Background: an optimization exercise with open tools, aiming at small area. Do not read the settings as production practice.
In this exercise RTL edits were held to simulation tests only and were not proved equivalent to the original.
No run shown here takes its clock network from TritonCTS; it comes from the design's own scripts or RTL.
The clock port is modelled as an ideal driver, which makes a skipped or thinned clock tree look cheaper than it is; a real chip needs a root buffer or a tree.
Power is estimated from default activity; no workload was simulated.

<file path="flow/config.mk">
export PLATFORM = sky130hd
export DESIGN_NAME = attitude_estimation
export DESIGN_NICKNAME = attitude_estimation
export VERILOG_FILES = /design/flow/design.v
export SDC_FILE = /design/flow/constraint.sdc
export NUM_CORES = 4
export LEC_CHECK = 0
export CAP_MARGIN = 20
export CORE_MARGIN = 2
export CORE_UTILIZATION = 70
export CTS_BUF_LIST = sky130_fd_sc_hd__clkbuf_8
export PLACE_DENSITY = 0.8
export SLEW_MARGIN = 20
</file>
<file path="flow/constraint.sdc">
create_clock -name core_clock -period 16.0 [get_ports {clk}]
set_input_delay 3.2000 -clock core_clock [delete_from_list [all_inputs] [get_ports {clk}]]
set_output_delay 3.2000 -clock core_clock [all_outputs]
set_load 0.01 [all_outputs]
</file>
<file path="flow/design.v">
module preprocessor(input [15:0] xn, input acc, output [15:0] r);
  reg [16:0] yn, y, ea, eb;
  reg [18:0] A, aa, ab, Pm;
  reg [19:0] Qn, qa, qb;
  reg [25:0] m, ma, mb;
  reg s, pos, neg, c;
  integer i;
  always @* begin
    s = ~xn[15];
    pos = xn[15] & ~xn[14];
    neg = ~xn[15] & (xn[14] | &xn[13:0]);
    ea = {xn[15], xn};
    eb = ~{{16{neg}}, pos | neg};
    c = 1'b1;
    for (i = 0; i < 17; i = i + 1) begin
      yn[i] = ea[i] ^ eb[i] ^ c;
      c = (ea[i] & eb[i]) | (c & (ea[i] ^ eb[i]));
    end
    y = ~yn;
    aa = {{2{y[16]}}, y};
    ab = {y[16], y, 1'b0};
    A[0] = y[0];
    c = 1'b1;
    for (i = 1; i < 19; i = i + 1) begin
      A[i] = aa[i] ^ ab[i] ^ c;
      c = (aa[i] & ab[i]) | (c & (aa[i] ^ ab[i]));
    end
    Pm = acc ? A : {y[16], y, 1'b1, 1'b0};
    qa = {yn[16], yn[16], yn, 3'b111};
    qb = acc ? {{3{yn[16]}}, yn} : {yn[16], yn, ~s, ~s};
    c = 1'b1;
    for (i = 0; i < 20; i = i + 1) begin
      Qn[i] = qa[i] ^ qb[i] ^ c;
      c = (qa[i] & qb[i]) | (c & (qa[i] ^ qb[i]));
    end
    ma = {Pm, 7'b0};
    mb = {{6{Qn[19]}}, Qn};
    c = ~s;
    for (i = 0; i < 26; i = i + 1) begin
      m[i] = ma[i] ^ mb[i] ^ c;
      c = (ma[i] & mb[i]) | (c & (ma[i] ^ mb[i]));
    end
  end
  assign r = m[24:9];
endmodule
`timescale 1ns / 1ps
module attitude_estimation(
    input clk,
    input reset,
    output SCLK,
    output MOSI,
    input  MISO_G,
    output SS_G,
    input  MISO_A,
    output SS_A,
    output [15:0] gyro_x,
    output [15:0] gyro_y,
    output [15:0] accl_x,
    output [15:0] accl_y,
    output [15:0] accl_z
    );
    reg [3:0] c; reg [2:0] j; reg a, b1, b2;
    wire gyro = ~a & (b1 | b2);
    wire ovh = j[2];
    wire c15 = &c;
    always @(posedge clk)
        if (reset) begin c <= 4'd12; j <= 3'd4; {a, b1, b2} <= 3'b000; end
        else begin
            c <= (c15 & (j == 3)) ? 4'd12 : c + 4'd1;
            if (c15) begin
                case (j)
                  0: j <= gyro ? 3'd2 : 3'd1;
                  1: j <= 3'd2;
                  2: j <= 3'd3;
                  3: j <= 3'd4;
                  default: j <= 3'd0;
                endcase
                if (ovh) case ({a, b1, b2})
                  3'b010: {a, b1, b2} <= 3'b001;
                  3'b001: {a, b1, b2} <= 3'b110;
                  3'b110: {a, b1, b2} <= 3'b101;
                  3'b101: {a, b1, b2} <= 3'b111;
                  default: {a, b1, b2} <= 3'b010;
                endcase
            end
        end
    wire act = ~ovh | (c == 12);
    assign SS_G = ~(gyro & act);
    assign SS_A = ~(a & act);
    assign SCLK = c[0] & ~ovh;
    wire [2:0] bi = c[3:1];
    assign MOSI = (j == 0) & ((bi == 6 & b1) | (bi == 5 & b2) | (bi == 3 & a));
    wire sample = ~ovh & j[1] & ~c[0];
    wire wb = (c == 14) & ovh;
    wire upd = wb & a & b1 & b2;
    wire acc = a;
    reg [16:0] rw;
    always @(posedge clk)
        rw <= {rw[15:0], sample ? ~(a ? MISO_A : MISO_G) : rw[16]};
    wire [15:0] xn = {rw[0], rw[15], rw[13], rw[11], rw[9], rw[7], rw[5], rw[3],
                     rw[16], rw[14], rw[12], rw[10], rw[8], rw[6], rw[4], rw[2]};
    wire [15:0] r;
    preprocessor pp (.xn(xn), .acc(acc), .r(r));
    reg [63:0] rp;
    wire [63:0] rpn;
    genvar g;
    generate for (g = 0; g < 64; g = g + 1) begin : ring
        if ((g % 16) < 4)
            assign rpn[g] = wb ? r[4*(g/16) + g%16] : rp[(g + 63) % 64];
        else
            assign rpn[g] = rp[(g + 63) % 64];
    end endgenerate
    always @(posedge clk) rp <= rpn;
    wire [15:0] p0, p1, p2, p3;
    generate for (g = 0; g < 16; g = g + 1) begin : pk
        assign p0[g] = rp[(16*(g/4) + g%4 + 255) % 64];
        assign p1[g] = rp[(16*(g/4) + g%4 + 203) % 64];
        assign p2[g] = rp[(16*(g/4) + g%4 + 135) % 64];
        assign p3[g] = rp[(16*(g/4) + g%4 + 67) % 64];
    end endgenerate
    wire ld = upd & ~reset;
    wire hd = ~upd & ~reset;
    reg [79:0] O;
    always @(posedge clk)
        O <= ({p0, p1, p2, p3, r} & {80{ld}}) | (O & {80{hd}});
    assign {gyro_x, gyro_y, accl_x, accl_y, accl_z} = O;
endmodule
</file>
<file path="flow/flow/run.sh">
#!/bin/bash
# Standard layout, except: port buffers use the smallest buffer cell, and
# the clock tree is one root buffer feeding LEAF_COUNT leaf buffers, each
# driving one cluster of nearby flip-flops (flow/cts_hook.tcl).
set -euo pipefail
export BUFFER_PORTS_ARGS="-buffer_cell sky130_fd_sc_hd__buf_1"
export PRE_CTS_TCL="$PWD/flow/cts_hook.tcl"
export LEAF_COUNT=18
export ROOT_CELL=sky130_fd_sc_hd__clkbuf_8
export LEAF_CELL=sky130_fd_sc_hd__clkbuf_4
bash standard.sh finish > standard_finish.log 2>&1
</file>
<file path="flow/flow/cts_hook.tcl">
# Clock tree: instead of TritonCTS's H-tree, the clock port drives a few
# leaf clock buffers directly, each feeding one cluster of nearby
# flip-flops (recursive median bisection of the placed flip-flop positions).
set ::leaf_count [expr {[info exists ::env(LEAF_COUNT)] ? $::env(LEAF_COUNT) : 4}]
set ::leaf_cell [expr {[info exists ::env(LEAF_CELL)] ? $::env(LEAF_CELL) : "sky130_fd_sc_hd__clkbuf_8"}]
set ::root_cell [expr {[info exists ::env(ROOT_CELL)] ? $::env(ROOT_CELL) : ""}]

rename clock_tree_synthesis orfs_clock_tree_synthesis
proc clock_tree_synthesis {args} {
  set block [ord::get_db_block]
  set net [$block findNet clk]
  set its {}
  set xs {}
  set ys {}
  foreach it [$net getITerms] {
    set inst [$it getInst]
    set bb [$inst getBBox]
    lappend its $it
    lappend xs [expr {([$bb xMin] + [$bb xMax]) / 2.0}]
    lappend ys [expr {([$bb yMin] + [$bb yMax]) / 2.0}]
  }
  set n [llength $its]
  set k $::leaf_count
  # balanced clusters: split a group that is to hold kk clusters at the
  # matching quantile of the longer side of its bounding box, recursively
  set todo [list [list [lsearch -all [lrepeat $n 1] 1] $k]]
  set groups {}
  while {[llength $todo] > 0} {
    lassign [lindex $todo 0] grp kk
    set todo [lrange $todo 1 end]
    if {$kk == 1} { lappend groups $grp; continue }
    set gx [lmap i $grp {lindex $xs $i}]
    set gy [lmap i $grp {lindex $ys $i}]
    set w [expr {[tcl::mathfunc::max {*}$gx] - [tcl::mathfunc::min {*}$gx]}]
    set h [expr {[tcl::mathfunc::max {*}$gy] - [tcl::mathfunc::min {*}$gy]}]
    if {$w >= $h} { set key $gx } else { set key $gy }
    set srt [lsort -real -indices $key]
    set k1 [expr {$kk / 2}]
    set cut [expr {([llength $grp] * $k1 + $kk / 2) / $kk}]
    lappend todo [list [lmap j [lrange $srt 0 [expr {$cut - 1}]] {lindex $grp $j}] $k1]
    lappend todo [list [lmap j [lrange $srt $cut end] {lindex $grp $j}] [expr {$kk - $k1}]]
  }
  set asg [lrepeat $n 0]
  set cx {}
  set cy {}
  for {set c 0} {$c < $k} {incr c} {
    set sx 0.0; set sy 0.0
    foreach i [lindex $groups $c] {
      lset asg $i $c
      set sx [expr {$sx + [lindex $xs $i]}]
      set sy [expr {$sy + [lindex $ys $i]}]
    }
    set m [llength [lindex $groups $c]]
    lappend cx [expr {$sx / $m}]
    lappend cy [expr {$sy / $m}]
  }
  set master [[ord::get_db] findMaster $::leaf_cell]
  set src $net
  if {$::root_cell ne ""} {
    # one root buffer, at the mean of the cluster centres, between the
    # clock port and the leaf buffers
    set rb [odb::dbInst_create $block [[ord::get_db] findMaster $::root_cell] "clkroot"]
    set src [odb::dbNet_create $block "clknet_root"]
    $src setSigType CLOCK
    [$rb findITerm A] connect $net
    [$rb findITerm X] connect $src
    set sx 0.0; set sy 0.0
    for {set c 0} {$c < $k} {incr c} {
      set sx [expr {$sx + [lindex $cx $c]}]
      set sy [expr {$sy + [lindex $cy $c]}]
    }
    $rb setLocation [expr {int($sx / $k)}] [expr {int($sy / $k)}]
    $rb setPlacementStatus PLACED
  }
  for {set c 0} {$c < $k} {incr c} {
    set b [odb::dbInst_create $block $master "clkleaf_$c"]
    set ln [odb::dbNet_create $block "clknet_leaf_$c"]
    $ln setSigType CLOCK
    [$b findITerm A] connect $src
    [$b findITerm X] connect $ln
    set m 0
    for {set i 0} {$i < $n} {incr i} {
      if {[lindex $asg $i] == $c} {
        set it [lindex $its $i]
        $it disconnect
        $it connect $ln
        incr m
      }
    }
    $b setLocation [expr {int([lindex $cx $c])}] [expr {int([lindex $cy $c])}]
    $b setPlacementStatus PLACED
    puts "clock leaf $c: $m sinks at [lindex $cx $c] [lindex $cy $c]"
  }
  set_propagated_clock [all_clocks]
}
</file>
<file path="flow/standard.sh">
#!/bin/bash
# synth_recipe.tcl (not shown) runs the flow's synth.tcl, then flattens the netlist and writes it again
# the make line also repeats each setting of config.mk as NAME=value (left out here)
make -C /OpenROAD-flow-scripts/flow DESIGN_CONFIG=/design/flow/config.mk WORK_HOME=/design/flow/orfs CLKGATE_MAP_FILE= SYNTH_SCRIPT=/design/flow/synth_recipe.tcl "${@:-finish}"
</file>
==> impl_metrics.toml, run 1 <==
[outcome]
status = "complete, no violations"

[timing]
hold_slack_ns = 0.339
max_slew_margin_pct = 43.2
fin_crit_ns = 13.16
worst_pin_slew_ns = 0.852
drv_slew = 0
finClkSkew_ns = 0.0238
max_freq_mhz = 76.0
fin_tns_setup_ns = 0
setup_ws_ns = 2.84
rsz0062_at_grt = "no"
period_share_pct = 82.2
hold_violations = 0
setup_viol = 0

[critical_path]
crit_fanout = 13
arrival_ns = 13.48
max_stage_delay_ns = 0.64
cp.required_ns = 16.32
endpoint_kind = "flip-flop"
critical-path-slowest-cell = "fa_1"
crit_path_start_kind = "flip-flop"
crit_path_frequent_cell = "fa_1"
crit_type = "flip-flop to flip-flop"

[global_routing]
grt_pass1_wl_um = 19600
grtUsageMet3_pct = 2.48
use_met1_pct = 34.1
grtUsageTotal_pct = 23.3
met2_usage_pct = 38.5
antenna_found_initial = 0
busiest_layer = "met2"
overflow = 0
grt_max_degree = 81
grt_pass1_vias = 4077

[clocking]
clkLatencyLatePin_ns = 0.43
post-cts-setup-buffer-count = 0
cts_resized = 0
ctsHoldBuffers = 0
clkTransAtPathRegs_ns = 0.10

[finish]
fillers = 594
layout-drive-gt1-share_pct = 7.27
final_common_cell = "dfxtp_1"
final_nets = 679
stdcell_count = 734
seq_area_um2 = 3420
multi_input_comb_area_um2 = 2890
n_antenna_cell = 0
area_growth_pct = 6.87
layout_common_cells = "171 x dfxtp_1, 87 x buf_1, 80 x a22o_1"

[route]
drc = 0
routed_wirelength_um = 11700
first_iter_violations = 155
antenna_left = 0
wl_per_cell_um = 16.0
drt_first_pass_iters = 5
viasPerCell = 5.57
vias = 4091

[floorplan]
start_util_pct = 72.1
ios = 88
core-area_um2 = 9240
die_w_um = 102
die_h_um = 102
rows = 35
die_area_um2 = 10300

[power_and_ir_drop]
p_int_uw = 561
p_leak_nw = 2.84
p_sw_share_pct = 23.0
pwr-share-seq_pct = 71.9
peakVddDrop_mv = 0.0845
clockPowerShare_pct = 24.3
cellPowerDensity_nw_per_um2 = 102
power.share.combinational_pct = 3.8
power.switching_uw = 168

[logic_synthesis]
synth_edf_count = 0
yosysSeqAreaShare_pct = 51.4
synth_fa_ha_area_share_pct = 19.3
synth_area_leaders = "dfxtp_1 51%, fa_1 17%, a22o_1 11%"
synthXorXnorAreaFrac_pct = 0.526
synth_mux_area_share_pct = 4.09
synth_top_area_share_pct = 51.4
synth-simple-area-share_pct = 4.90
yosysTopAreaCell = "dfxtp_1"
syn_avg_cell_area_um2 = 12.7
synth_area_um2 = 6660
syn_inst = 525
syn_nets = 597
synth_compound_area_share_pct = 14.4
async_flop_share_pct = 0
yosysWarningCount = 2
synthFlopType = "dfxtp_1"
ys_seq_elements = 171
synth_top_family_by_area = "adder cells"
ys_types = 38

[place]
io_buffers = 87
placed_cells = 715
dp_hpwl_um = 8600
gp_congestion = 0.851
preCtsSetupSlack_ns = 2.79

[hold_path]
hold_class = "flip-flop to flip-flop"

[run]
max_cap_viol_count = 0
-- worst paths after layout --
kind	depth (start not counted)	start	to	slack (ns)
hold / removal	0	rw[1]$_DFF_P_	rw[2]$_DFF_P_	0.34
hold reg to reg	0	rw[1]$_DFF_P_	rw[2]$_DFF_P_	0.34
setup reg to reg	33	rw[5]$_DFF_P_	rp[51]$_DFF_P_	2.84
setup / recovery	33	rw[5]$_DFF_P_	rp[51]$_DFF_P_	2.84
-- layer usage --
metal,vias to the layer above,part of all wire (%),wire [um]
met4,0,1.3,150
met3,12,4.2,487
met1,2024,47,5460
met2,79,48,5630
met5,-,0,0
li1,1976,-,-
-- cell usage after synthesis, types with 3 or more instances --
library cell  count
nor2b_1           3
dfxtp_1         171
inv_1            40
clkbuf_1          5
nand2_1          15
xnor2_1           3
a21oi_1          28
buf_6             8
and2_1            3
fa_1             58
mux2_2           18
a22o_1           80
buf_4            10
nor2_1           19
buf_1             4
ha_1             10
nand3_1           7
mux2i_1           7
o21ai_0          11
nand4_1           3
-- state kept, by name (all words and copies together), names as in the netlist --
name  count
O        80
rp       64
rw       17
c         4
j         3
a         1
b1        1
b2        1
-- through the flow --
stage	power (mW)	cell area, um2	util (%)
floorplan	0.543	6660	-
global placement	0.557	6970	75.5
detailed placement	0.560	6970	75.5
CTS	0.732	7120	77.1
global route	0.759	7120	77.1
finish	0.728	7120	77.1
-- area by class of cell --
type,count,area share (%)
Timing Repair Buffer,90,4.90
Inverter,40,2.11
Multi-Input combinational cell,285,40.6
Tap cell,129,2.27
Buffer,19,2.09
Sequential cell,171,48.1
-- critical path, delay by kind of cell, from the launching register on --
family / cells / cell delay, ns
adders and majority gates: 25 / 10.82
and+or+nand+nor: 2 / 0.64
AOI/OAI and AO/OA: 2 / 0.57
DFF: 1 / 0.40
xor gates and xnor gates: 2 / 0.31
muxes: 1 / 0.27
buffers and inverters: 1 / 0.05
-- cell families after synthesis --
kind of cell | count (synthesis)
AO/OA/AOI/OAI | 126
XOR/XNOR | 4
adder cells (fa/ha/maj) | 68
buffers and inverters | 69
flip-flops | 171
multiplexers | 25
AND/OR/NAND/NOR | 62
-- power by group through the flow --
stage	logic, mW	registers [mW]	clock network, mW
finish	0.0274	0.524	0.177
global route	0.0303	0.530	0.198
CTS	0.0275	0.523	0.181
detailed placement	0.0273	0.533	0
global placement	0.0264	0.530	0
floorplan	0.0255	0.518	0
==> run 2, diff against run 1 <==
--- a/flow/flow/run.sh
+++ b/flow/flow/run.sh
@@ -5,7 +5,7 @@
 set -euo pipefail
 export BUFFER_PORTS_ARGS="-buffer_cell sky130_fd_sc_hd__buf_1"
 export PRE_CTS_TCL="$PWD/flow/cts_hook.tcl"
-export LEAF_COUNT=18
+export LEAF_COUNT=16
 export ROOT_CELL=sky130_fd_sc_hd__clkbuf_8
 export LEAF_CELL=sky130_fd_sc_hd__clkbuf_4
 bash standard.sh finish > standard_finish.log 2>&1
==> impl_metrics.toml, run 2 <==
[route]
antenna_left = 0
wl_per_cell_um = 16.0
vias = 4090
viasPerCell = 5.59
drt_first_pass_iters = 4
routed_wirelength_um = 11700
first_iter_violations = 139
drc = 0

[floorplan]
die_h_um = 102
rows = 35
start_util_pct = 72.1
ios = 88
die_w_um = 102
core-area_um2 = 9240
die_area_um2 = 10300

[outcome]
status = "complete, no violations"

[global_routing]
grt_pass1_vias = 4079
overflow = 0
antenna_found_initial = 0
grtUsageTotal_pct = 23.2
grt_pass1_wl_um = 19500
grt_max_degree = 81

[place]
preCtsSetupSlack_ns = 2.79
io_buffers = 87
gp_congestion = 0.851
placed_cells = 715
dp_hpwl_um = 8600

[finish]
layout_common_cells = "171 x dfxtp_1, 87 x buf_1, 80 x a22o_1"
fin_util_pct = 76.9
reg_top3 = "O (80), rp (64), rw (17)"
stdcell_count = 732
regMostFlops = "O"
final_common_cell = "dfxtp_1"
n_antenna_cell = 0
layout-drive-gt1-share_pct = 6.97
area_growth_pct = 6.65
largest_reg_flops = 80
final_nets = 677

[power_and_ir_drop]
p_leak_nw = 2.83
clockPowerShare_pct = 23.7
pwr-share-seq_pct = 72.5
p_sw_share_pct = 23.2
peakVddDrop_mv = 0.0861
p_int_uw = 555
power.share.combinational_pct = 3.8
cellPowerDensity_nw_per_um2 = 102
power.switching_uw = 167

[clocking]
post-cts-setup-buffer-count = 0
cts_resized = 0
clkLatencyLatePin_ns = 0.44
ctsHoldBuffers = 0
clkTransAtPathRegs_ns = 0.12

[timing]
worst_pin_slew_ns = 0.829
period_share_pct = 82.2
rsz0062_at_grt = "no"
finClkSkew_ns = 0.0236
setup_viol = 0
max_freq_mhz = 76.0
setup_ws_ns = 2.84
max_slew_margin_pct = 44.7
fin_tns_setup_ns = 0
fin_crit_ns = 13.16
drv_slew = 0
hold_violations = 0

[logic_synthesis]
syn_inst = 525
yosysSeqAreaShare_pct = 51.4
ys_types = 38
syn_avg_cell_area_um2 = 12.7
synth_common_cells = "171 x dfxtp_1, 80 x a22o_1, 58 x fa_1"
synthFlopType = "dfxtp_1"
synth_edf_count = 0
syn_nets = 597
synth_most_common_cell = "dfxtp_1"
synth_top_area_share_pct = 51.4
async_flop_share_pct = 0
synth_area_leaders = "dfxtp_1 51%, fa_1 17%, a22o_1 11%"
yosysTopAreaCell = "dfxtp_1"
yosysWarningCount = 2
synth_area_um2 = 6660
ys_seq_elements = 171

[critical_path]
arrival_ns = 13.50
cp.required_ns = 16.34
critical-path-slowest-cell = "fa_1"
crit_path_frequent_cell = "fa_1"
crit_path_start_kind = "flip-flop"
max_stage_delay_ns = 0.64
crit_fanout = 13
crit_type = "flip-flop to flip-flop"
endpoint_kind = "flip-flop"

[run]
max_cap_viol_count = 0

[hold_path]
hold_class = "flip-flop to flip-flop"
## run 2: cell count changes in the layout (fill, tap and decap cells not counted), sizes merged
cell and change:
clkbuf -2
## run 2: layer usage
layer / vias to the layer above / GRT usage, % / share of wire, %
met2: 101 / 38.2 / 47
met1: 1997 / 33.8 / 47
met5: - / 0 / 0
met3: 22 / 2.14 / 4.2
li1: 1970 / - / -
met4: 0 / 5.51 / 2.2
## run 2: worst max-delay path, delay by kind of cell, from the launching register on
family | cells | cell delay [ns]
adders and majority gates | 25 | 10.81
and+or+nand+nor | 2 | 0.64
buffers and inverters | 1 | 0.05
DFF | 1 | 0.40
muxes | 1 | 0.27
AOI/OAI and AO/OA | 2 | 0.57
xor gates and xnor gates | 2 | 0.31
## run 2: kinds of logic after synthesis
family / share of synthesized area [%]
buf+inv: 5.39
compound gates: 14.4
fa+ha+maj: 19.3
xor+xnor: 0.526
mux: 4.09
simple gates: 4.90
flops: 51.4
## run 2: stage by stage
step	hold WS [ns]	cell area, um2	power (mW)
global placement	0.314	6970	0.557
floorplan	0.310	6660	0.543
finish	0.330	7110	0.722
detailed placement	0.312	6970	0.560
CTS	0.325	7110	0.725
global route	0.343	7110	0.750
## run 2: area by class of cell
type | instances | area (um2)
multi-input combinational | 285 | 2890
tap | 129 | 161
inverter | 40 | 150
fill | 599 | 2130
timing repair buffer | 90 | 349
sequential | 171 | 3420
buffer | 17 | 134
## run 2: power groups by stage
stage | logic (mW) | clock network [mW] | registers (mW)
after CTS | 0.0275 | 0.174 | 0.523
final | 0.0273 | 0.171 | 0.524
after detailed placement | 0.0273 | 0 | 0.533
after floorplan | 0.0255 | 0 | 0.518
after global routing | 0.0303 | 0.189 | 0.530
after global placement | 0.0264 | 0 | 0.530
## run 2: worst paths after layout
kind,from,end,slack (ns),cells after the start
hold / removal,rw[1]$_DFF_P_,rw[2]$_DFF_P_,0.33,0
hold reg to reg,rw[1]$_DFF_P_,rw[2]$_DFF_P_,0.33,0
setup / recovery,rw[4]$_DFF_P_,rp[51]$_DFF_P_,2.84,33
setup reg to reg,rw[4]$_DFF_P_,rp[51]$_DFF_P_,2.84,33
==> run 3, diff against run 2 <==
--- a/flow/flow/run.sh
+++ b/flow/flow/run.sh
@@ -5,7 +5,7 @@
 set -euo pipefail
 export BUFFER_PORTS_ARGS="-buffer_cell sky130_fd_sc_hd__buf_1"
 export PRE_CTS_TCL="$PWD/flow/cts_hook.tcl"
-export LEAF_COUNT=16
-export ROOT_CELL=sky130_fd_sc_hd__clkbuf_8
-export LEAF_CELL=sky130_fd_sc_hd__clkbuf_4
+export LEAF_COUNT=9
+export ROOT_CELL=sky130_fd_sc_hd__clkbuf_4
+export LEAF_CELL=sky130_fd_sc_hd__clkbuf_8
 bash standard.sh finish > standard_finish.log 2>&1
==> impl_metrics.toml, run 3 <==
[logic_synthesis]
yosysSeqAreaShare_pct = 51.4
yosysWarningCount = 2
yosysTopAreaCell = "dfxtp_1"
synth_top_area_share_pct = 51.4
synth_common_cells = "171 x dfxtp_1, 80 x a22o_1, 58 x fa_1"
ys_seq_elements = 171
synth_area_um2 = 6660
synth_area_leaders = "dfxtp_1 51%, fa_1 17%, a22o_1 11%"
syn_nets = 597
syn_avg_cell_area_um2 = 12.7
synthFlopType = "dfxtp_1"
syn_inst = 525
ys_types = 38
synth_edf_count = 0
synth_most_common_cell = "dfxtp_1"
async_flop_share_pct = 0

[place]
io_buffers = 87
dp_hpwl_um = 8600
gp_congestion = 0.851

[route]
drc = 0
first_iter_violations = 150
wl_per_cell_um = 16.2
vias = 4018
drt_first_pass_iters = 4
routed_wirelength_um = 11700
viasPerCell = 5.54
antenna_left = 0

[global_routing]
grt_pass1_vias = 4032
antenna_found_initial = 0
grtUsageTotal_pct = 23.2
grt_max_degree = 81
grt_pass1_wl_um = 19500
overflow = 0

[critical_path]
rrSetupSlack_ns = 2.82
crit_fanout = 13
max_stage_delay_ns = 0.65
arrival_ns = 13.57
crit_path_start_kind = "flip-flop"
cp.required_ns = 16.39
worstReg2RegStart = "rw[5]$_DFF_P_"
crit_path_frequent_cell = "fa_1"
cp-startpoint = "rw[5]$_DFF_P_"
endpoint_kind = "flip-flop"
crit_type = "flip-flop to flip-flop"
rr_worst_depth = 33
critical-path-slowest-cell = "fa_1"

[finish]
layout-drive-gt1-share_pct = 5.87
reg_top3 = "O (80), rp (64), rw (17)"
final_common_cell = "dfxtp_1"
final_nets = 670
area_growth_pct = 6.61
n_antenna_cell = 0
fillers = 610
regMostFlops = "O"
layout_common_cells = "171 x dfxtp_1, 87 x buf_1, 80 x a22o_1"
largest_reg_flops = 80

[floorplan]
die_h_um = 102
die_area_um2 = 10300
start_util_pct = 72.1
rows = 35
ios = 88
core-area_um2 = 9240
die_w_um = 102

[hold_path]
hold_class = "flip-flop to flip-flop"
whs_path_depth = 0
min_from = "rw[1]$_DFF_P_"

[outcome]
status = "complete, no violations"

[timing]
worst_pin_slew_ns = 0.841
setup_viol = 0
max_slew_margin_pct = 43.9
fin_crit_ns = 13.18
drv_slew = 0
hold_slack_ns = 0.342
period_share_pct = 82.4
rsz0062_at_grt = "no"
hold_violations = 0
max_freq_mhz = 75.9
finClkSkew_ns = 0.0199
fin_tns_setup_ns = 0

[clocking]
clkLatencyLatePin_ns = 0.50
cts_resized = 0
clkTransAtPathRegs_ns = 0.12
ctsHoldBuffers = 0
post-cts-setup-buffer-count = 0

[power_and_ir_drop]
cellPowerDensity_nw_per_um2 = 101
peakVddDrop_mv = 0.128
p_total_uw = 720
p_leak_nw = 2.82

[run]
max_cap_viol_count = 0
-- run 3: cells by family after synthesis --
| kind of cell | synth area share, % |
|---|---|
| XOR/XNOR | 0.526 |
| adder cells (fa/ha/maj) | 19.3 |
| multiplexers | 4.09 |
| flip-flops | 51.4 |
| AO/OA/AOI/OAI | 14.4 |
| AND/OR/NAND/NOR | 4.90 |
| buffers and inverters | 5.39 |
-- run 3: final timing paths --
kind | endpoint
worst min register to register | rw[2]$_DFF_P_
worst min-delay path | rw[2]$_DFF_P_
worst max register to register | rp[51]$_DFF_P_
worst max-delay path | rp[51]$_DFF_P_
-- run 3: layout make-up --
class / count / area (um2) / share of cell area (%)
Buffer: 10 / 131 / 1.85
Sequential cell: 171 / 3420 / 48.2
Multi-Input combinational cell: 285 / 2890 / 40.7
Timing Repair Buffer: 90 / 349 / 4.91
Tap cell: 129 / 161 / 2.27
Inverter: 40 / 150 / 2.11
-- run 3: worst max-delay path: cells and delay by family (launching register included) --
| kind | cells | cell delay (ns) |
|---|---|---|
| buffers and inverters | 1 | 0.06 |
| AO/OA/AOI/OAI | 2 | 0.57 |
| adder cells (fa/ha/maj) | 25 | 10.82 |
| XOR/XNOR | 2 | 0.31 |
| flip-flops | 1 | 0.40 |
| AND/OR/NAND/NOR | 2 | 0.64 |
| multiplexers | 1 | 0.28 |
-- run 3: metal layers --
| layer | GRT usage (%) | wire length, um | part of all wire [%] | vias to the layer above |
|---|---|---|---|---|
| met4 | 4.16 | 238 | 2.0 | 0 |
| met1 | 34.2 | 5650 | 48 | 1976 |
| met2 | 38.5 | 5450 | 46 | 75 |
| li1 | - | - | - | 1951 |
| met3 | 2.14 | 394 | 3.4 | 16 |
| met5 | 0 | 0 | 0 | - |
-- run 3: where the power goes --
group | total, mW | internal [mW] | switching, mW
clock network | 0.169 | 0.0533 | 0.116
logic | 0.0274 | 0.0148 | 0.0125
registers | 0.523 | 0.488 | 0.0354
total | 0.720 | 0.556 | 0.164
-- run 3: through the flow --
stage / utilization [%] / cells / setup WS, ns / area, um2
floorplan: - / 525 / 3.39 / 6660
global placement: 75.5 / 715 / 3.19 / 6970
detailed placement: 75.5 / 715 / 2.79 / 6970
CTS: 76.9 / 725 / 2.75 / 7100
global route: 76.9 / 725 / 2.25 / 7100
finish: 76.9 / 725 / 2.82 / 7100
==> run 4, diff against run 3 <==
--- a/flow/flow/run.sh
+++ b/flow/flow/run.sh
@@ -5,7 +5,7 @@
 set -euo pipefail
 export BUFFER_PORTS_ARGS="-buffer_cell sky130_fd_sc_hd__buf_1"
 export PRE_CTS_TCL="$PWD/flow/cts_hook.tcl"
-export LEAF_COUNT=9
+export LEAF_COUNT=10
 export ROOT_CELL=sky130_fd_sc_hd__clkbuf_4
 export LEAF_CELL=sky130_fd_sc_hd__clkbuf_8
 bash standard.sh finish > standard_finish.log 2>&1
==> impl_metrics.toml, run 4 <==
[global_routing]
grtUsageTotal_pct = 23.3
grt_pass1_vias = 4016
grt_pass1_wl_um = 19600
antenna_found_initial = 0
grt_max_degree = 81
overflow = 0

[timing]
period_share_pct = 82.3
hold_violations = 0
hold_slack_ns = 0.337
rsz0062_at_grt = "no"
finClkSkew_ns = 0.0228
setup_ws_ns = 2.83
worst_pin_slew_ns = 0.826
max_freq_mhz = 75.9
fin_crit_ns = 13.17
drv_slew = 0
setup_viol = 0
fin_tns_setup_ns = 0
max_slew_margin_pct = 44.9

[finish]
area_growth_pct = 6.82
layout_common_cells = "171 x dfxtp_1, 87 x buf_1, 80 x a22o_1"
fillers = 613
largest_reg_flops = 80
final_common_cell = "dfxtp_1"
final_nets = 671
layout-drive-gt1-share_pct = 6.03
regMostFlops = "O"
fin_util_pct = 77.0
reg_top3 = "O (80), rp (64), rw (17)"
n_antenna_cell = 0

[floorplan]
rows = 35
die_w_um = 102
die_area_um2 = 10300
ios = 88
die_h_um = 102
core-area_um2 = 9240
start_util_pct = 72.1

[power_and_ir_drop]
p_int_uw = 561
pwr-share-seq_pct = 72.1
power.switching_uw = 165
p_leak_nw = 2.83
power.share.combinational_pct = 3.8
cellPowerDensity_nw_per_um2 = 102
p_sw_share_pct = 22.7
peakVddDrop_mv = 0.124
clockPowerShare_pct = 24.1
p_total_uw = 726

[critical_path]
crit_fanout = 13
crit_path_frequent_cell = "fa_1"
crit_type = "flip-flop to flip-flop"
max_stage_delay_ns = 0.65
cp.required_ns = 16.39
crit_buf_inv = 1
critical-path-slowest-cell = "fa_1"
crit_path_start_kind = "flip-flop"
endpoint_kind = "flip-flop"
arrival_ns = 13.56
cp_top_family = "adder cells"

[clocking]
clkTransAtPathRegs_ns = 0.12
ctsHoldBuffers = 0
cts_resized = 0
clkLatencyLatePin_ns = 0.51
post-cts-setup-buffer-count = 0

[logic_synthesis]
synth_common_cells = "171 x dfxtp_1, 80 x a22o_1, 58 x fa_1"
syn_avg_cell_area_um2 = 12.7
ys_types = 38
syn_inst = 525
synth_area_leaders = "dfxtp_1 51%, fa_1 17%, a22o_1 11%"
synthFlopType = "dfxtp_1"
syn_nets = 597
synth_top_area_share_pct = 51.4
yosysTopAreaCell = "dfxtp_1"
synth_edf_count = 0
async_flop_share_pct = 0
yosysWarningCount = 2
yosysSeqAreaShare_pct = 51.4
ys_seq_elements = 171
synth_area_um2 = 6660
synth_most_common_cell = "dfxtp_1"

[route]
drt_first_pass_iters = 4
drc = 0
viasPerCell = 5.55
wl_per_cell_um = 16.3
antenna_left = 0
vias = 4031
routed_wirelength_um = 11800
first_iter_violations = 162

[run]
max_cap_viol_count = 0

[place]
gp_congestion = 0.851
dp_hpwl_um = 8600
io_buffers = 87
preCtsSetupSlack_ns = 2.79

[hold_path]
hold_class = "flip-flop to flip-flop"

[outcome]
status = "complete, no violations"
[run 4: worst paths after layout]
kind | to | cells after the start | slack, ns | start
setup reg to reg | rp[51]$_DFF_P_ | 33 | 2.83 | rw[4]$_DFF_P_
hold reg to reg | rw[2]$_DFF_P_ | 0 | 0.34 | rw[1]$_DFF_P_
setup / recovery | rp[51]$_DFF_P_ | 33 | 2.83 | rw[4]$_DFF_P_
hold / removal | rw[2]$_DFF_P_ | 0 | 0.34 | rw[1]$_DFF_P_
[run 4: kinds of logic (layout without fill, tap and decap cells)]
kind of cell	after synthesis	in the layout	share of synthesized area (%)
adders and majority gates	68	68	19.3
DFF	171	171	51.4
buffers and inverters	69	141	5.39
and+or+nand+nor	62	62	4.90
xor gates and xnor gates	4	4	0.526
muxes	25	25	4.09
AOI/OAI and AO/OA	126	126	14.4
[run 4: final cells by class]
class	count	area [um2]	area share, %
buffer	11	145	2.04
sequential	171	3420	48.1
multi-input combinational	285	2890	40.6
tap	129	161	2.27
timing repair buffer	90	349	4.91
inverter	40	150	2.11
[run 4: worst reg2reg max path, delay by kind of cell (launching register included)]
family          cells  cell delay [ns]
compound gates      2             0.57
mux                 1             0.28
buf+inv             1             0.05
fa+ha+maj          25            10.83
xor+xnor            2             0.31
flops               1             0.40
simple gates        2             0.64
[run 4: stage by stage]
stage,instances,cell area [um2]
finish,726,7120
global route,726,7120
CTS,726,7120
detailed placement,715,6970
global placement,715,6970
floorplan,525,6660
[run 4: routing by layer]
layer  track usage [%]  wire length (um)  vias up
met3              2.48               516       14
met5                 0                 0        -
li1                  -                 -     1954
met2              38.8              5580       82
met4              3.12               172        0
met1              34.4              5550     1981
[run 4: power groups by stage]
stage | Combinational, mW | Sequential (mW) | Clock (mW)
after floorplan | 0.0255 | 0.518 | 0
after global placement | 0.0264 | 0.530 | 0
after detailed placement | 0.0273 | 0.533 | 0
after CTS | 0.0275 | 0.524 | 0.178
after global routing | 0.0303 | 0.530 | 0.195
final | 0.0273 | 0.524 | 0.175
==> run 5, diff against run 4 <==
--- a/flow/flow/run.sh
+++ b/flow/flow/run.sh
@@ -5,7 +5,7 @@
 set -euo pipefail
 export BUFFER_PORTS_ARGS="-buffer_cell sky130_fd_sc_hd__buf_1"
 export PRE_CTS_TCL="$PWD/flow/cts_hook.tcl"
-export LEAF_COUNT=10
+export LEAF_COUNT=5
 export ROOT_CELL=sky130_fd_sc_hd__clkbuf_4
-export LEAF_CELL=sky130_fd_sc_hd__clkbuf_8
+export LEAF_CELL=sky130_fd_sc_hd__clkbuf_16
 bash standard.sh finish > standard_finish.log 2>&1
==> impl_metrics.toml, run 5 <==
[floorplan]
rows = 35
die_area_um2 = 10300
core-area_um2 = 9240
die_w_um = 102
start_util_pct = 72.1
die_h_um = 102
ios = 88

[logic_synthesis]
ys_types = 38
async_flop_share_pct = 0
syn_nets = 597
synth_fa_ha_area_share_pct = 19.3
synth_edf_count = 0
synth_area_leaders = "dfxtp_1 51%, fa_1 17%, a22o_1 11%"
synth-simple-area-share_pct = 4.90
synth_compound_area_share_pct = 14.4
yosysSeqAreaShare_pct = 51.4
synthFlopType = "dfxtp_1"
syn_inst = 525
synth_top_area_share_pct = 51.4
synth_mux_area_share_pct = 4.09
synth_top_family_by_area = "adder cells"
ys_seq_elements = 171
yosysTopAreaCell = "dfxtp_1"
synth_area_um2 = 6660
synth_most_common_cell = "dfxtp_1"
synthXorXnorAreaFrac_pct = 0.526
yosysWarningCount = 2
syn_avg_cell_area_um2 = 12.7
synth_common_cells = "171 x dfxtp_1, 80 x a22o_1, 58 x fa_1"

[finish]
multi_input_comb_area_um2 = 2890
final_nets = 666
layout-drive-gt1-share_pct = 5.24
final_common_cell = "dfxtp_1"
stdcell_count = 721
area_growth_pct = 6.63
seq_area_um2 = 3420
layout_common_cells = "171 x dfxtp_1, 87 x buf_1, 80 x a22o_1"
n_antenna_cell = 0
regMostFlops = "O"
fillers = 599
reg_top3 = "O (80), rp (64), rw (17)"
largest_reg_flops = 80

[global_routing]
grt_max_degree = 81
antenna_found_initial = 0
grt_pass1_vias = 4054
overflow = 0
grt_pass1_wl_um = 19700
grtUsageTotal_pct = 23.4

[timing]
setup_ws_ns = 2.81
rsz0062_at_grt = "no"
fin_tns_setup_ns = 0
worst_pin_slew_ns = 0.841
max_freq_mhz = 75.8
setup_viol = 0
drv_slew = 0
finClkSkew_ns = 0.0129
fin_crit_ns = 13.19
hold_violations = 0
period_share_pct = 82.4
max_slew_margin_pct = 43.9

[critical_path]
critical-path-slowest-cell = "fa_1"
arrival_ns = 13.57
crit_type = "flip-flop to flip-flop"
rrSetupSlack_ns = 2.81
crit_path_frequent_cell = "fa_1"
cp_top_family = "adder cells"
crit_fanout = 13
max_stage_delay_ns = 0.65
crit_path_start_kind = "flip-flop"
cp.required_ns = 16.38
crit_buf_inv = 1
endpoint_kind = "flip-flop"

[clocking]
cts_resized = 0
clkTransAtPathRegs_ns = 0.12
post-cts-setup-buffer-count = 0
ctsHoldBuffers = 0
clkLatencyLatePin_ns = 0.48

[route]
routed_wirelength_um = 11800
drt_first_pass_iters = 4
antenna_left = 0
wl_per_cell_um = 16.4
first_iter_violations = 155
viasPerCell = 5.65
vias = 4073
drc = 0

[run]
max_cap_viol_count = 0

[power_and_ir_drop]
peakVddDrop_mv = 0.0902
cellPowerDensity_nw_per_um2 = 102
p_sw_share_pct = 22.3
power.switching_uw = 161
p_leak_nw = 2.82
p_int_uw = 562
pwr-share-seq_pct = 72.3
power.share.combinational_pct = 3.8
clockPowerShare_pct = 23.9

[place]
dp_hpwl_um = 8600
gp_congestion = 0.851
placed_cells = 715
io_buffers = 87
preCtsSetupSlack_ns = 2.79

[hold_path]
hold_class = "flip-flop to flip-flop"

[outcome]
status = "complete, no violations"
-- run 5: cell counts after synthesis --
Identical to the previous run, type by type.
-- run 5: through the flow --
step	utilization [%]	hold WS [ns]	total power, mW	instance area [um2]
after floorplan	-	0.310	0.543	6660
after global placement	75.5	0.314	0.557	6970
after detailed placement	75.5	0.312	0.560	6970
after CTS	76.9	0.341	0.727	7100
after global routing	76.9	0.358	0.752	7100
final	76.9	0.343	0.724	7100
-- run 5: per-layer routing --
metal  share of wire, %  track usage [%]
met5                  0                0
met4                1.3             2.81
met3                4.0             2.62
met2                 47             39.3
met1                 47             34.3
-- run 5: worst reg2reg max path: cells and delay by family, from the launching register on --
kind	cells	cell delay [ns]
AOI/OAI and AO/OA	2	0.58
adders and majority gates	25	10.86
DFF	1	0.40
and+or+nand+nor	2	0.65
muxes	1	0.27
buffers and inverters	1	0.06
xor gates and xnor gates	2	0.31
-- run 5: cells by family after synthesis --
logic type	count (synthesis)
buffers and inverters	69
flip-flops	171
AO/OA/AOI/OAI	126
adder cells (fa/ha/maj)	68
XOR/XNOR	4
multiplexers	25
AND/OR/NAND/NOR	62
-- run 5: final timing paths --
kind	start	endpoint	cells after the start
worst max-delay path	rw[4]$_DFF_P_	rp[51]$_DFF_P_	33
worst min-delay path	rw[1]$_DFF_P_	rw[2]$_DFF_P_	0
worst max register to register	rw[4]$_DFF_P_	rp[51]$_DFF_P_	33
worst min register to register	rw[1]$_DFF_P_	rw[2]$_DFF_P_	0
-- run 5: layout make-up --
class / count / share of cell area, %
Sequential cell: 171 / 48.2
Multi-Input combinational cell: 285 / 40.6
Timing Repair Buffer: 90 / 4.91
Tap cell: 129 / 2.27
Inverter: 40 / 2.11
Buffer: 6 / 1.87
-- run 5: power by group through the flow --
stage               logic (mW)  registers [mW]  clock network, mW
CTS                     0.0275           0.523              0.176
global route            0.0304           0.531              0.191
global placement        0.0264           0.530                  0
finish                  0.0273           0.523              0.173
detailed placement      0.0273           0.533                  0
floorplan               0.0255           0.518                  0
==> run 6, diff against run 5 <==
--- a/flow/design.v
+++ b/flow/design.v
@@ -3,7 +3,8 @@
   reg [18:0] A, aa, ab, Pm;
   reg [19:0] Qn, qa, qb;
   reg [25:0] m, ma, mb;
-  reg s, pos, neg, c;
+  reg s, pos, neg;
+  reg [26:0] cv;
   integer i;
   always @* begin
     s = ~xn[15];
@@ -11,35 +12,35 @@
     neg = ~xn[15] & (xn[14] | &xn[13:0]);
     ea = {xn[15], xn};
     eb = ~{{16{neg}}, pos | neg};
-    c = 1'b1;
-    for (i = 0; i < 17; i = i + 1) begin
-      yn[i] = ea[i] ^ eb[i] ^ c;
-      c = (ea[i] & eb[i]) | (c & (ea[i] ^ eb[i]));
-    end
+    cv = 18'd0;
+    cv[0] = 1'b1;
+    for (i = 0; i < 17; i = i + 1)
+      cv[17:1] = (ea[16:0] & eb[16:0]) | (cv[16:0] & (ea[16:0] ^ eb[16:0]));
+    yn[16:0] = ea[16:0] ^ eb[16:0] ^ cv[16:0];
     y = ~yn;
     aa = {{2{y[16]}}, y};
     ab = {y[16], y, 1'b0};
     A[0] = y[0];
-    c = 1'b1;
-    for (i = 1; i < 19; i = i + 1) begin
-      A[i] = aa[i] ^ ab[i] ^ c;
-      c = (aa[i] & ab[i]) | (c & (aa[i] ^ ab[i]));
-    end
+    cv = 20'd0;
+    cv[1] = 1'b1;
+    for (i = 1; i < 19; i = i + 1)
+      cv[19:2] = (aa[18:1] & ab[18:1]) | (cv[18:1] & (aa[18:1] ^ ab[18:1]));
+    A[18:1] = aa[18:1] ^ ab[18:1] ^ cv[18:1];
     Pm = acc ? A : {y[16], y, 1'b1, 1'b0};
     qa = {yn[16], yn[16], yn, 3'b111};
     qb = acc ? {{3{yn[16]}}, yn} : {yn[16], yn, ~s, ~s};
-    c = 1'b1;
-    for (i = 0; i < 20; i = i + 1) begin
-      Qn[i] = qa[i] ^ qb[i] ^ c;
-      c = (qa[i] & qb[i]) | (c & (qa[i] ^ qb[i]));
-    end
+    cv = 21'd0;
+    cv[0] = 1'b1;
+    for (i = 0; i < 20; i = i + 1)
+      cv[20:1] = (qa[19:0] & qb[19:0]) | (cv[19:0] & (qa[19:0] ^ qb[19:0]));
+    Qn[19:0] = qa[19:0] ^ qb[19:0] ^ cv[19:0];
     ma = {Pm, 7'b0};
     mb = {{6{Qn[19]}}, Qn};
-    c = ~s;
-    for (i = 0; i < 26; i = i + 1) begin
-      m[i] = ma[i] ^ mb[i] ^ c;
-      c = (ma[i] & mb[i]) | (c & (ma[i] ^ mb[i]));
-    end
+    cv = 27'd0;
+    cv[0] = ~s;
+    for (i = 0; i < 26; i = i + 1)
+      cv[26:1] = (ma[25:0] & mb[25:0]) | (cv[25:0] & (ma[25:0] ^ mb[25:0]));
+    m[25:0] = ma[25:0] ^ mb[25:0] ^ cv[25:0];
   end
   assign r = m[24:9];
 endmodule
--- a/flow/flow/run.sh
+++ b/flow/flow/run.sh
@@ -5,7 +5,7 @@
 set -euo pipefail
 export BUFFER_PORTS_ARGS="-buffer_cell sky130_fd_sc_hd__buf_1"
 export PRE_CTS_TCL="$PWD/flow/cts_hook.tcl"
-export LEAF_COUNT=5
-export ROOT_CELL=sky130_fd_sc_hd__clkbuf_4
-export LEAF_CELL=sky130_fd_sc_hd__clkbuf_16
+export LEAF_COUNT=9
+export ROOT_CELL=sky130_fd_sc_hd__clkbuf_8
+export LEAF_CELL=sky130_fd_sc_hd__clkbuf_8
 bash standard.sh finish > standard_finish.log 2>&1
==> impl_metrics.toml, run 6 <==
[outcome]
status = "complete, no violations"

[logic_synthesis]
yosysSeqAreaShare_pct = 51.3
ys_seq_elements = 171
synth_top_area_share_pct = 51.3
synth_edf_count = 0
syn_avg_cell_area_um2 = 12.5
yosysWarningCount = 2
syn_nets = 604
synth_compound_area_share_pct = 13.8
async_flop_share_pct = 0
synth_common_cells = "171 x dfxtp_1, 80 x a22o_1, 58 x fa_1"
synth_mux_area_share_pct = 4.41
synth_most_common_cell = "dfxtp_1"
ys_types = 39
syn_inst = 532
synth_area_um2 = 6670
yosysTopAreaCell = "dfxtp_1"
synthXorXnorAreaFrac_pct = 0.525
synth_area_leaders = "dfxtp_1 51%, fa_1 17%, a22o_1 10%"
synth_fa_ha_area_share_pct = 19.3
synth_top_family_by_area = "adder cells"
synth-simple-area-share_pct = 5.53
synthFlopType = "dfxtp_1"

[hold_path]
hold_class = "flip-flop to flip-flop"

[finish]
n_antenna_cell = 0
regMostFlops = "O"
final_nets = 678
fin_util_pct = 77.3
fillers = 601
reg_top3 = "O (80), rp (64), rw (17)"
final_common_cell = "dfxtp_1"
area_growth_pct = 7.03
layout_common_cells = "171 x dfxtp_1, 87 x buf_1, 80 x a22o_1"
largest_reg_flops = 80
layout-drive-gt1-share_pct = 5.96

[floorplan]
start_util_pct = 72.2
ios = 88
core-area_um2 = 9240
rows = 35
die_area_um2 = 10300
die_w_um = 102
die_h_um = 102

[route]
first_iter_violations = 109
vias = 4082
antenna_left = 0
drc = 0
routed_wirelength_um = 12400
wl_per_cell_um = 16.9
viasPerCell = 5.57
drt_first_pass_iters = 4

[global_routing]
grt_max_degree = 81
grt_pass1_wl_um = 20100
met2_usage_pct = 40.6
grt_pass1_vias = 3949
antenna_found_initial = 0
grtUsageTotal_pct = 24.2
overflow = 0
grtUsageMet3_pct = 2.21
use_met1_pct = 35.0
busiest_layer = "met2"

[power_and_ir_drop]
cellPowerDensity_nw_per_um2 = 93.3
peakVddDrop_mv = 0.0701
p_leak_nw = 2.99

[critical_path]
critical-path-slowest-cell = "fa_1"
crit_path_frequent_cell = "fa_1"
arrival_ns = 12.96
rrSetupSlack_ns = 3.34
crit_buf_inv = 2
max_stage_delay_ns = 0.61
crit_type = "flip-flop to flip-flop"
endpoint_kind = "flip-flop"
cp_top_family = "adder cells"
cp.required_ns = 16.30
crit_fanout = 8
crit_path_start_kind = "flip-flop"

[run]
max_cap_viol_count = 0

[place]
io_buffers = 87
gp_congestion = 0.851
dp_hpwl_um = 9240

[timing]
fin_crit_ns = 12.66
hold_violations = 0
setup_viol = 0
worst_pin_slew_ns = 0.817
finClkSkew_ns = 0.0104
fin_tns_setup_ns = 0
period_share_pct = 79.1
max_freq_mhz = 79.0
drv_slew = 0
rsz0062_at_grt = "no"
max_slew_margin_pct = 45.5

[clocking]
ctsHoldBuffers = 0
cts_resized = 0
clkLatencyLatePin_ns = 0.41
post-cts-setup-buffer-count = 0
clkTransAtPathRegs_ns = 0.11
[run 6: per-stage QoR]
| step | hold slack, ns | instance area [um2] | power [mW] | cells | setup slack, ns |
|---|---|---|---|---|---|
| 2_1_floorplan | 0.310 | 6670 | 0.493 | 532 | 4.01 |
| 3_3_place_gp | 0.334 | 7010 | 0.502 | 723 | 3.66 |
| 3_5_place_dp | 0.313 | 7010 | 0.504 | 723 | 3.34 |
| 4_1_cts | 0.341 | 7140 | 0.670 | 733 | 3.32 |
| 5_1_grt | 0.346 | 7140 | 0.690 | 733 | 2.83 |
| 6_report | 0.338 | 7140 | 0.666 | 733 | 3.34 |
[run 6: report_power, final]
group	internal (mW)	leakage [nW]	switching, mW	total (mW)
combinational	0.00933	1.53	0.0120	0.0213
clock	0.0568	0.0719	0.115	0.172
sequential	0.455	1.39	0.0183	0.473
[run 6: logic make-up after synthesis]
| family | after synthesis |
|---|---|
| flip-flops | 171 |
| buffers and inverters | 71 |
| multiplexers | 27 |
| AO/OA/AOI/OAI | 117 |
| XOR/XNOR | 4 |
| AND/OR/NAND/NOR | 74 |
| adder cells (fa/ha/maj) | 68 |
[run 6: cell type report]
type                    instances  area, um2  share of cell area [%]
repair buffers                 90        349                    4.89
flip-flops and latches        171       3420                    47.9
well taps                     129        161                    2.26
multi-input cells             290       2910                    40.7
plain buffers                  10        138                    1.93
inverters                      43        161                    2.26
[run 6: path summary, 6_finish.rpt]
path	from	to	cells past startpoint
worst max register to register	rw[3]$_DFF_P_	rp[51]$_DFF_P_	36
worst min-delay path	rw[1]$_DFF_P_	rw[2]$_DFF_P_	0
worst max-delay path	rw[3]$_DFF_P_	rp[51]$_DFF_P_	36
worst min register to register	rw[1]$_DFF_P_	rw[2]$_DFF_P_	0
[run 6: per-layer routing]
metal | routed length [um] | vias up
li1 | - | 1964
met3 | 427 | 20
met5 | 0 | -
met1 | 5620 | 2017
met4 | 308 | 0
met2 | 6060 | 81
==> run 7, diff against run 6 <==
--- a/flow/flow/run.sh
+++ b/flow/flow/run.sh
@@ -5,7 +5,7 @@
 set -euo pipefail
 export BUFFER_PORTS_ARGS="-buffer_cell sky130_fd_sc_hd__buf_1"
 export PRE_CTS_TCL="$PWD/flow/cts_hook.tcl"
-export LEAF_COUNT=9
+export LEAF_COUNT=10
 export ROOT_CELL=sky130_fd_sc_hd__clkbuf_8
 export LEAF_CELL=sky130_fd_sc_hd__clkbuf_8
 bash standard.sh finish > standard_finish.log 2>&1
==> impl_metrics.toml, run 7 <==
[timing]
hold_violations = 0
fin_tns_setup_ns = 0
fin_crit_ns = 12.66
rsz0062_at_grt = "no"
max_freq_mhz = 79.0
setup_ws_ns = 3.34
setup_viol = 0
period_share_pct = 79.2
finClkSkew_ns = 0.0122
max_slew_margin_pct = 45.4
drv_slew = 0
worst_pin_slew_ns = 0.818

[route]
routed_wirelength_um = 12600
wl_per_cell_um = 17.2
vias = 4091
antenna_left = 0
viasPerCell = 5.57
drt_first_pass_iters = 4
drc = 0
first_iter_violations = 122

[hold_path]
hold_class = "flip-flop to flip-flop"
holdPathEnd = "rw[2]$_DFF_P_"
min_from = "rw[1]$_DFF_P_"
whs_path_depth = 0

[global_routing]
grt_max_degree = 81
grt_pass1_wl_um = 20400
grtUsageTotal_pct = 24.6
antenna_found_initial = 0
grt_pass1_vias = 4039
overflow = 0

[finish]
fin_util_pct = 77.5
regMostFlops = "O"
final_common_cell = "dfxtp_1"
n_antenna_cell = 0
layout-drive-gt1-share_pct = 6.12
final_nets = 679
reg_top3 = "O (80), rp (64), rw (17)"
layout_common_cells = "171 x dfxtp_1, 87 x buf_1, 80 x a22o_1"
area_growth_pct = 7.24
largest_reg_flops = 80

[critical_path]
arrival_ns = 12.96
max_stage_delay_ns = 0.61
r2r-end = "rp[51]$_DFF_P_"
crit_path_frequent_cell = "fa_1"
crit_fanout = 8
crit_path_start_kind = "flip-flop"
worstReg2RegStart = "rw[3]$_DFF_P_"
crit_type = "flip-flop to flip-flop"
rr_worst_depth = 36
rrSetupSlack_ns = 3.34
critical-path-slowest-cell = "fa_1"
cp.required_ns = 16.30
endpoint_kind = "flip-flop"

[logic_synthesis]
synthFlopType = "dfxtp_1"
synth_common_cells = "171 x dfxtp_1, 80 x a22o_1, 58 x fa_1"
yosysWarningCount = 2
syn_avg_cell_area_um2 = 12.5
synth_area_leaders = "dfxtp_1 51%, fa_1 17%, a22o_1 10%"
synth_top_area_share_pct = 51.3
yosysTopAreaCell = "dfxtp_1"
synth_area_um2 = 6670
syn_nets = 604
synth_edf_count = 0
ys_types = 39
syn_inst = 532
yosysSeqAreaShare_pct = 51.3
ys_seq_elements = 171
synth_most_common_cell = "dfxtp_1"
async_flop_share_pct = 0

[place]
gp_congestion = 0.851
preCtsSetupSlack_ns = 3.34
dp_hpwl_um = 9240
io_buffers = 87

[floorplan]
die_w_um = 102
start_util_pct = 72.2
ios = 88
rows = 35
die_area_um2 = 10300
core-area_um2 = 9240
die_h_um = 102

[clocking]
cts_resized = 0
ctsHoldBuffers = 0
post-cts-setup-buffer-count = 0
clkTransAtPathRegs_ns = 0.11
clkLatencyLatePin_ns = 0.40

[power_and_ir_drop]
cellPowerDensity_nw_per_um2 = 94.2
peakVddDrop_mv = 0.0577
p_leak_nw = 2.99

[run]
max_cap_viol_count = 0

[outcome]
status = "complete, no violations"
-- run 7: where the power goes --
part,switching (mW),internal (mW)
clock network,0.117,0.0622
logic,0.0119,0.00931
registers,0.0184,0.455
total,0.148,0.527
-- run 7: worst max-delay path by stage --
stage                           to  cells after the start  slack [ns]      startpoint
finish              rp[51]$_DFF_P_                     36        3.34   rw[3]$_DFF_P_
global route        rp[51]$_DFF_P_                     35        2.83   rw[3]$_DFF_P_
detailed placement  rp[51]$_DFF_P_                     36        3.34   rw[3]$_DFF_P_
CTS                 rp[51]$_DFF_P_                     36        3.32   rw[3]$_DFF_P_
global placement    rp[51]$_DFF_P_                     36        3.66   rw[3]$_DFF_P_
floorplan           rp[51]$_DFF_P_                     35        4.01  rw[13]$_DFF_P_
-- run 7: cells by family (layout without fill, tap and decap cells) --
| logic type | Yosys count | in the layout | share of synthesized area [%] |
|---|---|---|---|
| AND/OR/NAND/NOR | 74 | 74 | 5.53 |
| multiplexers | 27 | 27 | 4.41 |
| AO/OA/AOI/OAI | 117 | 117 | 13.8 |
| XOR/XNOR | 4 | 4 | 0.525 |
| buffers and inverters | 71 | 144 | 5.21 |
| flip-flops | 171 | 171 | 51.3 |
| adder cells (fa/ha/maj) | 68 | 68 | 19.3 |
-- run 7: metal layers --
layer  routed length [um]  vias up  global-route usage (%)
met2                 6150      105                    42.0
met1                 5660     2009                    34.8
met4                  230        0                    4.16
met5                    0        -                       0
met3                  562       18                    2.76
li1                     -     1959                       -
-- run 7: per-stage QoR --
step | std cells | hold slack [ns] | area [um2] | power (mW)
2_1_floorplan | 532 | 0.310 | 6670 | 0.493
5_1_grt | 734 | 0.345 | 7160 | 0.698
3_3_place_gp | 723 | 0.334 | 7010 | 0.502
4_1_cts | 734 | 0.339 | 7160 | 0.677
3_5_place_dp | 723 | 0.313 | 7010 | 0.504
6_report | 734 | 0.338 | 7160 | 0.674
-- run 7: final cells by class --
class	instances	area, um2
well taps	129	161
plain buffers	11	151
multi-input cells	290	2910
flip-flops and latches	171	3420
repair buffers	90	349
inverters	43	161
fillers	587	2080
-- run 7: worst max-delay path: cells and delay by family (launching register included) --
| family | cells | cell delay (ns) |
|---|---|---|
| simple gates | 4 | 0.58 |
| flops | 1 | 0.36 |
| buf+inv | 2 | 0.32 |
| xor+xnor | 2 | 0.31 |
| compound gates | 2 | 0.37 |
| mux | 1 | 0.27 |
| fa+ha+maj | 25 | 10.32 |

re-timing with driven ports:
The results above use ideal ports. As a check the final layouts listed here were re-extracted and re-timed, cells and wires unchanged.
Step 1, drivers: a clkbuf_16 drives clk and a buf_2 each remaining input, both assumed.
Step 2 moves the port delays by t, midway between the first and last clock arrival at a register: inputs arrive t later, outputs are due t later. That takes back most of the time a late clock gives input paths.
Slacks: ideal / step 1 / step 2; pairs: ideal / step 1.
run	t, ns	setup slack, ns	hold WS [ns]	worst setup path at the end	slew at the worst register clock pin (ns)
run 1	0.452	2.841 / 2.841 / 2.841	0.339 / 0.339 / 0.339	register to register	0.11 / 0.11
run 2	0.464	2.840 / 2.840 / 2.840	0.330 / 0.330 / 0.330	register to register	0.12 / 0.12
run 3	0.518	2.822 / 2.822 / 2.822	0.342 / 0.342 / 0.342	register to register	0.12 / 0.12
run 4	0.532	2.829 / 2.829 / 2.829	0.337 / 0.337 / 0.337	register to register	0.12 / 0.12
run 5	0.498	2.811 / 2.811 / 2.811	0.343 / 0.343 / 0.343	register to register	0.12 / 0.12
run 6	0.430	3.342 / 3.342 / 3.342	0.338 / 0.338 / 0.338	register to register	0.11 / 0.11
run 7	0.428	3.335 / 3.335 / 3.335	0.338 / 0.338 / 0.338	register to register	0.11 / 0.11
After both steps setup and hold are still met in every run listed.
